Context: an optimization exercise on an open-source flow, tuned for small area, a short achievable clock period and few clock cycles per item. The choices shown serve that exercise and are no tape-out recipe. Function was checked by simulation only, so behaviour that the tests miss may differ from the original. Power figures rest on the tool's default switching activity, not on a simulated workload.

Setup of v29:
==> flow/design.v (excerpt) <==
module mltp (
  input S, CLK, Clr,
  input [7:0] Binput, Qinput,
  output [7:0] A, Q,
  output reg R  
);
  wire pp0_0, pp0_1, pp0_2, pp0_3, pp0_4, pp0_5, pp0_6, pp0_7, pp1_0, pp1_1, pp1_2, pp1_3, pp1_4, pp1_5, pp1_6, pp1_7, pp2_0, pp2_1, pp2_2, pp2_3, pp2_4, pp2_5, pp2_6, pp2_7, pp3_0, pp3_1, pp3_2, pp3_3, pp3_4, pp3_5, pp3_6, pp3_7, pp4_0, pp4_1, pp4_2, pp4_3, pp4_4, pp4_5, pp4_6, pp4_7, pp5_0, pp5_1, pp5_2, pp5_3, pp5_4, pp5_5, pp5_6, pp5_7, pp6_0, pp6_1, pp6_2, pp6_3, pp6_4, pp6_5, pp6_6, pp6_7, pp7_0, pp7_1, pp7_2, pp7_3, pp7_4, pp7_5, pp7_6, pp7_7, s1, c2, s3, c4, s5, c6, s7, c8, s9, c10, s11, c12, s13, c14, s15, c16, s17, c18, s19, c20, s21, c22, s23, c24, s25, c26, s27, c28, s29, c30, s31, c32, s33, c34, s35, c36, s37, c38, s39, c40, s41, c42, s43, c44, s45, c46, s47, c48, s49, c50, s51, c52, s53, c54, s55, c56, s57, c58, s59, c60, s61, c62, s63, c64, s65, c66, s67, c68, s69, c70, s71, c72, s73, c74, s75, c76, s77, c78, s79, c80, s81, c82, s83, c84, s85, c86, s87, c88, s89, c90, s91, c92, s93, c94;
  assign pp0_0 = ~(Binput[0] & Qinput[0]);
  assign pp0_1 = ~(Binput[0] & Qinput[1]);
  assign pp0_2 = ~(Binput[0] & Qinput[2]);
  assign pp0_3 = ~(Binput[0] & Qinput[3]);
  assign pp0_4 = ~(Binput[0] & Qinput[4]);
  assign pp0_5 = ~(Binput[0] & Qinput[5]);
  assign pp0_6 = ~(Binput[0] & Qinput[6]);
  assign pp0_7 = ~(Binput[0] & Qinput[7]);
  assign pp1_0 = ~(Binput[1] & Qinput[0]);
  assign pp1_1 = ~(Binput[1] & Qinput[1]);
  assign pp1_2 = ~(Binput[1] & Qinput[2]);
  assign pp1_3 = ~(Binput[1] & Qinput[3]);
  assign pp1_4 = ~(Binput[1] & Qinput[4]);
  assign pp1_5 = ~(Binput[1] & Qinput[5]);
  assign pp1_6 = ~(Binput[1] & Qinput[6]);
  assign pp1_7 = ~(Binput[1] & Qinput[7]);
  assign pp2_0 = ~(Binput[2] & Qinput[0]);
  assign pp2_1 = ~(Binput[2] & Qinput[1]);
  assign pp2_2 = ~(Binput[2] & Qinput[2]);
  assign pp2_3 = ~(Binput[2] & Qinput[3]);
  assign pp2_4 = ~(Binput[2] & Qinput[4]);
  assign pp2_5 = ~(Binput[2] & Qinput[5]);
  assign pp2_6 = ~(Binput[2] & Qinput[6]);
  ...
Size: ~36 I/O pins.
clock: 5.0 ns
lec_check: 0
cap_margin: 20
core_margin: 2
core_utilization: 40
setup_slack_margin: 1.3
slew_margin: 20
synth_hierarchical: 1
synth_minimum_keep_size: 0
standard.sh (not shown) runs the stock make flow with config.mk's settings and CLKGATE_MAP_FILE= SYNTH_SCRIPT=/design/flow/synth_recipe.tcl, a recipe that flattens the netlist after the stock synthesis.
==> flow/flow/run.sh <==
#!/bin/bash
# The standard layout (standard.sh, unchanged synthesis), with two layout
# settings changed: the port buffers are plain buffers (buf_1) instead of the
# delay cells buffer_ports picks by default, and the resizer may swap a cell
# for one of another footprint (MATCH_CELL_FOOTPRINT=0), so it can size them.
# The full output of make (every ORFS step, each also logged under
# orfs/logs/) goes to make.log.
set -euo pipefail
bash standard.sh MATCH_CELL_FOOTPRINT=0 \
  "BUFFER_PORTS_ARGS=-buffer_cell sky130_fd_sc_hd__buf_1" finish > make.log 2>&1
v29 has completed all stages; timing, DRC and antenna checks passed.
Testbench counts of v29, summed over its fixed seeds: cycles 2,048, products 2,048.
Changes in v23 relative to v29:
Settings: an added PLACE_DENSITY of 0.8; a change of CORE_UTILIZATION from 40 to 65.
--- a/flow/flow/run.sh
+++ b/flow/flow/run.sh
@@ -2,3 +2,3 @@
 # The standard layout (standard.sh, unchanged synthesis), with two layout
-# settings changed: the port buffers are plain buffers (buf_1) instead of the
+# settings changed: the port buffers are plain buffers (buf_2) instead of the
 # delay cells buffer_ports picks by default, and the resizer may swap a cell
@@ -9,2 +9,2 @@
 bash standard.sh MATCH_CELL_FOOTPRINT=0 \
-  "BUFFER_PORTS_ARGS=-buffer_cell sky130_fd_sc_hd__buf_1" finish > make.log 2>&1
+  "BUFFER_PORTS_ARGS=-buffer_cell sky130_fd_sc_hd__buf_2" finish > make.log 2>&1
Findings:
v29 has a lower least setup slack across all paths after layout than v23.
Looking at ratio of routed vias to standard cells, v23 sits about 13% higher than v29 does.
Non-clock buffer count, v29 and v23, lower one = v23.
v29 -> v23: power per cell area increased slightly
Summary of v23 over v29: final area went down 0.88%, routed length on met3 went up 110%, parity-gate share of the synthesized area counting xor and xnor cells held, synthesis-to-layout area growth went down 0.96 points.
In v23 relative to v29, non-filler instance count after layout had gone down by a little under 10%.
The die outline height in v23 sits 20% below the value recorded for v29.
Taking v29 as 1.0, v23 lands at 1.7 on first-iteration DRC count.
The following lists how v48 was set up differently from v23:
Settings: CORE_UTILIZATION now 40, was 65; PLACE_DENSITY no longer set, was 0.8.
[summary]
Looking at the reports, v48 completed the entire flow and the layout it produced met the timing, DRC and antenna checks.
Compared with v23, v48 shows clock network power consumption higher by 38%.
Total power for v48 is higher than for v23.
Looking at worst setup path endpoint, the A[4] result is from v23; the r10_1 one comes from v48.
Against v23 as the reference, v48 delivers a lower post-layout minimum cycle time.
Measured against each other, v48 and v23 differ in power share of the combinational group, the lower figure coming from v48.
Relative to v23, setup slack has increased by 0.11 ns in v48.
v48 vs v23, worst-path maximum fanout went up by 5.
The following lists how v31 was set up differently from v48:
Settings: SETUP_SLACK_MARGIN: 1.3 -> 1.95.
==> comparison <==
- v31: flow completed, timing, DRC and antenna clean
- Per the comparison of v31 with v48, net switching component of the power went up; clock tree cell share of total cell area did not really move.
- Compared with v48, v31 degrades total power.
- Launching instance or port of the critical path = Qinput[0]: v31; launching instance or port of the critical path = Binput[2]: v48
- Compared with v48, v31 shows a leakage power total that is 2.5% higher.
- Compared with v48, v31 shows a higher layout overhead on the synthesized area.
- Compared with v48, v31 shows a higher summed area of non-filler cells in the final layout.
Input changes introduced in v26 (baseline for comparison: v31):
Settings: CTS_BUF_LIST: unset -> sky130_fd_sc_hd__clkbuf_4; SETUP_SLACK_MARGIN: 1.95 -> 1.3.
==> run notes <==
In the reports for v26 and v31, the larger total stage count of the critical path belongs to v26. Going from v31 to v26, met3 track utilization from global routing has remained practically unchanged, fraction of area in clock buffers and inverters has decreased.
diff inputs: v26 => v10
Settings: changing SETUP_SLACK_MARGIN from 1.3 to 1.7; removing CTS_BUF_LIST (formerly sky130_fd_sc_hd__clkbuf_4).
==> comparison <==
Cell area | v10 vs v26 | v10 larger. v26 has a higher total track usage than v10. Required time of the critical path | v10 above v26. Changes observed in v10 relative to v26: cell area power density went up by 1.0%; sum of buffers and inverters on the critical path went down by 2; fraction of area in multi-input gates went down by 0.29 points; total detailed-routing wirelength went down by about 4%; critical path depth went down by 2. The area overhead of the layout relative to synthesis of v10 is higher than that of v26. v10 vs v26, launching element of the worst setup path: Binput[1] vs r6_0.

==> separate check: timing with driven ports <==
How much do the figures lean on ideal ports? The routed layouts below were timed once more, with nothing changed but the port constraints.
Step 1: set_driving_cell puts a clkbuf_16 on CLK and a buf_2 on each other input, an assumption about the parent block.
Step 2 moves the port delays by t, midway between the first and last clock arrival at a register: inputs arrive t later, outputs are due t later. That takes back most of the time a late clock gives input paths.
Slacks: ideal / step 1 / step 2; pairs: ideal / step 1.
run	t, ns	slack for setup (ns)	hold slack, ns	pins driven straight from the clock port
v29	0.286	1.691 / 1.692 / 1.406	0.476 / 0.476 / 0.476	1
v23	0.319	1.766 / 1.745 / 1.546	0.442 / 0.444 / 0.487	1
v48	0.285	1.879 / 1.874 / 1.599	0.470 / 0.470 / 0.470	1
v31	0.281	1.976 / 1.953 / 1.695	0.486 / 0.486 / 0.486	1
v26	0.323	1.847 / 1.824 / 1.608	0.444 / 0.445 / 0.479	1
v10	0.282	1.842 / 1.846 / 1.564	0.487 / 0.487 / 0.487	1
After both steps every run listed still meets setup and hold. The setup slack of v29, which loses most, moves by +0.001 ns with the drivers and by -0.285 ns with both steps.
